Source: an optimization exercise on an open RTL-to-GDS flow (aim: small area and a short achievable clock period). Production flows keep margins and buffers that such runs may drop.
At most, simulation tests tie the RTL to the original design; equivalence was not proved.

Design lab2_pipe, start of the top module:
module lab2_pipe (
    input clk,
    input rst,
    input start,
    input [31:0] x,
    output reg rdy,
    output [31:0] y
);
export LEC_CHECK = 0
export CAP_MARGIN = 20
export CORE_MARGIN = 2
export CORE_UTILIZATION = 40
export CTS_BUF_LIST = sky130_fd_sc_hd__clkbuf_8
export CTS_CLUSTER_DIAMETER = 60
export CTS_CLUSTER_SIZE = 16
export PLACE_DENSITY = 0.6
export SLEW_MARGIN = 75
export SYNTH_HIERARCHICAL = 1
create_clock -name core_clock -period 15.0 [get_ports {clk}]
standard.sh (not shown) runs the stock make flow with config.mk's settings and CLKGATE_MAP_FILE= SYNTH_SCRIPT=/design/flow/synth_recipe.tcl, a recipe that flattens the netlist after the stock synthesis.
==> flow/flow/run.sh <==
#!/bin/bash
set -euo pipefail
export BUFFER_PORTS_ARGS="-buffer_cell sky130_fd_sc_hd__buf_2"
bash standard.sh > standard_flow.log 2>&1
The baseline passed the timing, DRC and antenna checks.
==> next run, changes <==
- CORE_UTILIZATION: 40 -> 60
- CTS_BUF_LIST: sky130_fd_sc_hd__clkbuf_8 -> unset
- CTS_CLUSTER_DIAMETER: 60 -> 80
- CTS_CLUSTER_SIZE: 16 -> 22
- PLACE_DENSITY: 0.6 -> 0.75
=>
- worst setup slack gains 0.017 ns
- via count increases by 3.1%
- die area falls by about 33%
- synthesized area is unchanged
- cell area came out lower by 0.76%
- maximum frequency increases by 0.41%
- final cell count went down by 8.2%
- routed wire length rose by 0.61%
- clock-buffer cell count goes down by 13
No functional check of the RTL was part of any run of this note.


Another version of the RTL of lab2_pipe (not shown whole).
Size: about 2900 cells after synthesis, ~350 flip-flops, about 30000 um^2 of cells after synthesis.
==> flow/config.mk <==
export PLATFORM = sky130hd
export DESIGN_NAME = lab2_pipe
export DESIGN_NICKNAME = lab2_pipe
export VERILOG_FILES = /design/flow/design.v
export SDC_FILE = /design/flow/constraint.sdc
export NUM_CORES = 4
export LEC_CHECK = 0
export CAP_MARGIN = 20
export CORE_MARGIN = 2
export CORE_UTILIZATION = 40
export CTS_CLUSTER_DIAMETER = 80
export CTS_CLUSTER_SIZE = 22
export PLACE_DENSITY = 0.7
export SLEW_MARGIN = 70
export SYNTH_HIERARCHICAL = 1
==> flow/constraint.sdc <==
create_clock -name core_clock -period 15.0 [get_ports {clk}]
set_input_delay 3.0000 -clock core_clock [delete_from_list [all_inputs] [get_ports {clk}]]
set_output_delay 3.0000 -clock core_clock [all_outputs]
set_load 0.01 [all_outputs]
Scripts as last shown in full above: flow/flow/run.sh
==> next run, changes <==
- CORE_UTILIZATION: 40 -> 55
- SLEW_MARGIN: 70 -> 75
What happened: The changed run finished with timing, DRC and antenna clean. Utilization went up by 16 points. Register-to-register slack is better by 0.12 ns. Non-clock buffer count went up by 16. Hold slack is worse by 0.0054 ns. Maximum frequency went up by 1.4%. Via count went up by 2.8%.
==> next run, changes <==
- CORE_UTILIZATION: 55 -> 40
Effect: The new run ran to the end with no violations; via count goes down by 2.6%; critical path depth stays the same; synthesized cell count is unchanged; worst setup slack degrades by 0.052 ns.
==> next run, changes <==
- CORE_UTILIZATION: 40 -> 60
- PLACE_DENSITY: 0.7 -> 0.75
Outcome:
- count of clock-buffer cells in the layout is lower by 1
- synthesized area is unchanged
- fmax increases by 2.2%
- first-iteration DRC count shrinks by 1.7%
- clock skew is higher by 0.0057 ns
==> next run, changes <==
- CORE_UTILIZATION: 60 -> 40
- CTS_BUF_LIST: not set -> sky130_fd_sc_hd__clkbuf_8
- CTS_CLUSTER_DIAMETER: 80 -> 60
- CTS_CLUSTER_SIZE: 22 -> 16
- GPL_ROUTABILITY_DRIVEN: not set -> 0
- PLACE_DENSITY: 0.75 -> 0.6
Effect: Global-route usage drops by 10 points; final area climbs by 0.81%; via count drops by 3.7%; setup slack gets worse by 0.097 ns.
==> next run, changes <==
- GPL_ROUTABILITY_DRIVEN: 0 -> not set
- PLACE_DENSITY: 0.6 -> 0.7
=> Non-clock buffer count is lower by 4; worst setup slack is worse by 0.050 ns; fmax came out lower slightly; final cell count barely changes; wire length is lower by a few percent; cell area barely changes; synthesized area stays the same; die area does not change; clock-buffer cell count is higher by 1; utilization grows by 0.13 points; via count goes up slightly.


lab2_pipe, a different RTL version from the one above (not shown whole).
For scale: about 3000 cells after synthesis, ~68 I/O pins.
export LEC_CHECK = 0
export CAP_MARGIN = 20
export CORE_MARGIN = 2
export CORE_UTILIZATION = 40
export PLACE_DENSITY = 0.6
export SLEW_MARGIN = 75
export SYNTH_HIERARCHICAL = 1
create_clock -name core_clock -period 15.0 [get_ports {clk}]
run.sh (not shown) runs the stock make flow with config.mk's settings and CLKGATE_MAP_FILE= SYNTH_SCRIPT=/design/flow/synth_recipe.tcl, a recipe that flattens the netlist after the stock synthesis.
Stock flow here: none of the scripts above is used.
Next try:
Settings changed: CTS_CLUSTER_DIAMETER set to 80, CTS_CLUSTER_SIZE set to 22.
After rerunning: Via count went down by 0.63%. Utilization went down by 0.68 points. Routed wire length went down by 1.2%. Count of clock-buffer cells in the layout went down by 27. Critical path depth does not change.
Next try:
==> flow/flow/run.sh (new file) <==
#!/bin/bash
set -euo pipefail
export BUFFER_PORTS_ARGS="-buffer_cell sky130_fd_sc_hd__buf_2"
bash standard.sh > standard_flow.log 2>&1
==> flow/standard.sh (new file) <==
#!/bin/bash
# synth_recipe.tcl (not shown) runs the flow's synth.tcl, then flattens the netlist and writes it again
# the make line also repeats each setting of config.mk as NAME=value (left out here)
make -C /OpenROAD-flow-scripts/flow DESIGN_CONFIG=/design/flow/config.mk WORK_HOME=/design/flow/orfs CLKGATE_MAP_FILE= SYNTH_SCRIPT=/design/flow/synth_recipe.tcl "${@:-finish}"
Settings changed: CORE_UTILIZATION 40 to 60, PLACE_DENSITY 0.6 to 0.75.
removed: flow/run.sh
After rerunning: Cell area fell by a few percent; clock skew fell by 0.018 ns; non-clock buffer count fell by 16; final cell count fell by a little under a tenth; worst setup slack improves by 0.054 ns.


lab2_pipe again, from the RTL that the note above started with.
// lab2_pipe
module lab2_pipe (
    input clk,
    input rst,
    input start,
    input [31:0] x,
    output reg rdy,
    output [31:0] y
);
clock: 15.0 ns
lec_check: 0
cap_margin: 20
core_margin: 2
core_utilization: 40
cts_cluster_diameter: 80
cts_cluster_size: 22
place_density: 0.6
slew_margin: 75
synth_hierarchical: 1
standard.sh (not shown) runs the stock make flow with config.mk's settings and CLKGATE_MAP_FILE= SYNTH_SCRIPT=/design/flow/synth_recipe.tcl, a recipe that flattens the netlist after the stock synthesis.
==> flow/flow/run.sh <==
#!/bin/bash
set -euo pipefail
export BUFFER_PORTS_ARGS="-buffer_cell sky130_fd_sc_hd__buf_2"
bash standard.sh > standard_flow.log 2>&1
Change:
==> flow/run.sh (new file) <==
#!/bin/bash
# synth_recipe.tcl (not shown) runs the flow's synth.tcl, then flattens the netlist and writes it again
# the make line also repeats each setting of config.mk as NAME=value (left out here)
make -C /OpenROAD-flow-scripts/flow DESIGN_CONFIG=/design/flow/config.mk WORK_HOME=/design/flow/orfs CLKGATE_MAP_FILE= SYNTH_SCRIPT=/design/flow/synth_recipe.tcl finish
--- a/flow/config.mk
+++ b/flow/config.mk
@@ -10,6 +10,4 @@
 export CORE_UTILIZATION = 40
-export CTS_CLUSTER_DIAMETER = 80
-export CTS_CLUSTER_SIZE = 22
 export PLACE_DENSITY = 0.6
-export SLEW_MARGIN = 75
+export SLEW_MARGIN = 20
 export SYNTH_HIERARCHICAL = 1
removed: flow/flow/run.sh
removed: flow/standard.sh
=>
- register-to-register slack got worse by 0.49 ns
- hold slack is worse by 0.018 ns
- global-route usage went up by 0.20 points
- maximum frequency goes down by roughly a tenth
- wire length stays flat
- final area rose slightly
- critical path depth went down by 1
Change:
==> flow/flow/run.sh (new file) <==
#!/bin/bash
set -euo pipefail
export BUFFER_PORTS_ARGS="-buffer_cell sky130_fd_sc_hd__buf_2"
bash standard.sh > standard_flow.log 2>&1
==> flow/standard.sh (new file) <==
#!/bin/bash
# synth_recipe.tcl (not shown) runs the flow's synth.tcl, then flattens the netlist and writes it again
# the make line also repeats each setting of config.mk as NAME=value (left out here)
make -C /OpenROAD-flow-scripts/flow DESIGN_CONFIG=/design/flow/config.mk WORK_HOME=/design/flow/orfs CLKGATE_MAP_FILE= SYNTH_SCRIPT=/design/flow/synth_recipe.tcl "${@:-finish}"
--- a/flow/config.mk
+++ b/flow/config.mk
@@ -10,4 +10,6 @@
 export CORE_UTILIZATION = 40
+export CTS_CLUSTER_DIAMETER = 60
+export CTS_CLUSTER_SIZE = 30
 export PLACE_DENSITY = 0.6
-export SLEW_MARGIN = 20
+export SLEW_MARGIN = 75
 export SYNTH_HIERARCHICAL = 1
removed: flow/run.sh
Clock-buffer cell count drops by 8.
Sequential cell count is unchanged.
Change:
--- a/flow/config.mk
+++ b/flow/config.mk
@@ -10,6 +10,6 @@
 export CORE_UTILIZATION = 40
-export CTS_CLUSTER_DIAMETER = 60
-export CTS_CLUSTER_SIZE = 30
+export CTS_CLUSTER_DIAMETER = 80
+export CTS_CLUSTER_SIZE = 22
 export PLACE_DENSITY = 0.6
-export SLEW_MARGIN = 75
+export SLEW_MARGIN = 65
 export SYNTH_HIERARCHICAL = 1
After rerunning:
- The changed run ran to the end with no violations
- synthesized area does not change
- die area is unchanged
- design area falls by 1.5%
- sequential share of layout area increases by 0.11 points
- routed wire length is lower by 0.64%
- worst setup slack gets worse by 0.066 ns
- register-to-register slack got worse by 0.07 ns
- via count goes down by 0.93%


build 83:
RTL: one of the versions met above, not the one the previous note started from.
For scale: ~2900 cells after synthesis, ~350 flip-flops, ~30000 um^2 of cells after synthesis.
export LEC_CHECK = 0
export CAP_MARGIN = 20
export CORE_MARGIN = 2
export CORE_UTILIZATION = 60
export CTS_CLUSTER_DIAMETER = 80
export CTS_CLUSTER_SIZE = 22
export PLACE_DENSITY = 0.75
export SLEW_MARGIN = 70
export SYNTH_HIERARCHICAL = 1
create_clock -name core_clock -period 15.0 [get_ports {clk}]
==> flow/flow/run.sh <==
#!/bin/bash
set -euo pipefail
export BUFFER_PORTS_ARGS="-buffer_cell sky130_fd_sc_hd__buf_2"
bash standard.sh > standard_flow.log 2>&1
Inputs modified between build 83 and build 64:
Settings: SLEW_MARGIN now 60, was 70; CORE_UTILIZATION now 40, was 60; PLACE_DENSITY now 0.7, was 0.75.
Findings:
- ~same final net count in build 83 and build 64
- A capturing element of the worst setup path of r3_x4l[16]$_DFF_P_ is what build 64 shows, while r2_x2l[19]$_DFF_P_ belongs to build 83.
- [build 64] number of violations reported at the end of detailed-routing iteration 0 fell about 12% relative to build 83
- Taking build 83 as the reference point, the floorplan core area of build 64 rises by about 50%.
- Comparing build 83 and build 64, the higher met3 global-route usage is on build 83.
- Diff build 83 and build 64: sequential share of layout area lower in build 64
- Starting density of the core: higher on build 83
- Build 64 vs. build 83: layout filler cell count went up by 3227.
## Diff of input files: build 31 against build 64
Settings: SLEW_MARGIN: 60 -> 75; PLACE_DENSITY: 0.7 -> 0.8; CORE_UTILIZATION: 40 -> 70.
Findings:
Measured against build 31, the placement row count of build 64 comes out at 1.3 times the reference value.
Placed cell area essentially unchanged between build 64 and build 31.
The smallest setup slack after layout on build 31 is in line with that on build 64.
Build 31 packs its core tighter than build 64.
Library cell contributing the largest single delay on the critical path: dfxtp_1 -> build 64, fa_4 -> build 31
Status: post-route minimum period parity (build 64, build 31)
Diff build 64 -> build 31 | via total after detailed routing | up by a few percent
From build 31 to build 64, number of I/O pins did not move at all.
Summary: with build 64 as the reference, total area of sequential cells in build 31 moved up slightly.
The following lists how build 94 was set up differently from build 31:
Settings: swapping 22 for 16 in CTS_CLUSTER_SIZE; swapping 70 for 40 in CORE_UTILIZATION; swapping 0.8 for 0.6 in PLACE_DENSITY; swapping 80 for 60 in CTS_CLUSTER_DIAMETER; putting CTS_BUF_LIST at sky130_fd_sc_hd__clkbuf_8 where nothing was set.
[summary]
- Summary of build 94 over build 31: cell area after layout picked up an extra 0.90%.
- The kind of critical path comes out reg -> out in one run and reg -> reg in the other, namely in build 94 and build 31 respectively.
- Compared with build 31, build 94 supports a higher clock frequency.
- Diff build 31 -> build 94: combined global-route utilization of all metal layers down 17 points; routed wire length shrank by 3.1%.
- On build 94: sequential share of layout area is 0.20 points lower than what build 31 gave.
- Of build 94 and build 31, the run reporting the lower detailed-router iteration count before antenna repair was build 94.
- Compared to build 31, build 94 was floorplanned on a bigger die.
- The lower critical path depth came out of build 94.

-- what the ideal ports hide --
Ports are ideal in the flow. The routed layouts listed here were re-timed in OpenROAD. Step 1, drivers: a clkbuf_16 drives clk and a buf_2 each remaining input, both assumed. Step 2 also shifts input and output timing later by t, the mid clock arrival at the registers, as if the neighbouring blocks saw the same clock. a / b / c = ideal / step 1 / step 2; a / b = the first two.
run | t (ns) | slack for setup (ns) | latest minus earliest clock arrival (ns) | slew at the worst register clock pin (ns) | worst data-port slew with drivers (ns)
the first run of note 1 | 0.704 | 10.695 / 10.695 / 10.695 | 0.047 / 0.047 | 0.10 / 0.10 | 0.04
the second run of note 1 | 0.611 | 10.713 / 10.713 / 10.713 | 0.017 / 0.017 | 0.09 / 0.09 | 0.03
the first run of note 2 | 0.643 | 10.905 / 10.835 / 10.951 | 0.049 / 0.049 | 0.09 / 0.09 | 0.04
the second run of note 2 | 0.631 | 10.960 / 10.906 / 10.852 | 0.046 / 0.045 | 0.09 / 0.09 | 0.04
the third run of note 2 | 0.631 | 10.908 / 10.841 / 11.039 | 0.035 / 0.034 | 0.09 / 0.09 | 0.04
the fourth run of note 2 | 0.603 | 10.996 / 10.944 / 10.902 | 0.037 / 0.038 | 0.09 / 0.09 | 0.04
the fifth run of note 2 | 0.672 | 10.899 / 10.837 / 10.858 | 0.046 / 0.047 | 0.10 / 0.10 | 0.03
the sixth run of note 2 | 0.676 | 10.849 / 10.788 / 11.011 | 0.052 / 0.051 | 0.11 / 0.11 | 0.04
the first run of note 3 | 0.615 | 10.546 / 10.484 / 10.263 | 0.045 / 0.045 | 0.07 / 0.07 | 0.04
the second run of note 3 | 0.627 | 10.505 / 10.445 / 10.241 | 0.058 / 0.058 | 0.09 / 0.09 | 0.04
the third run of note 3 | 0.617 | 10.560 / 10.560 / 10.560 | 0.038 / 0.039 | 0.09 / 0.09 | 0.04
the first run of note 4 | 0.660 | 10.729 / 10.729 / 10.729 | 0.058 / 0.058 | 0.09 / 0.09 | 0.03
the second run of note 4 | 0.627 | 10.244 / 10.244 / 9.722 | 0.034 / 0.034 | 0.07 / 0.07 | 0.04
the third run of note 4 | 0.629 | 10.703 / 10.703 / 10.703 | 0.022 / 0.022 | 0.10 / 0.10 | 0.03
the fourth run of note 4 | 0.655 | 10.637 / 10.637 / 10.637 | 0.057 / 0.057 | 0.09 / 0.09 | 0.03
build 83 | 0.620 | 10.887 / 10.887 / 10.887 | 0.023 / 0.022 | 0.09 / 0.09 | 0.04
build 64 | 0.644 | 10.775 / 10.775 / 10.775 | 0.036 / 0.036 | 0.10 / 0.10 | 0.04
build 31 | 0.630 | 10.776 / 10.776 / 10.776 | 0.022 / 0.022 | 0.09 / 0.09 | 0.05
build 94 | 0.672 | 10.899 / 10.837 / 10.858 | 0.046 / 0.047 | 0.10 / 0.10 | 0.03
After both steps setup and hold are still met in every run listed. The setup slack of the second run of note 4, which loses most, moves by 0.000 ns with the drivers and by -0.522 ns with both steps.
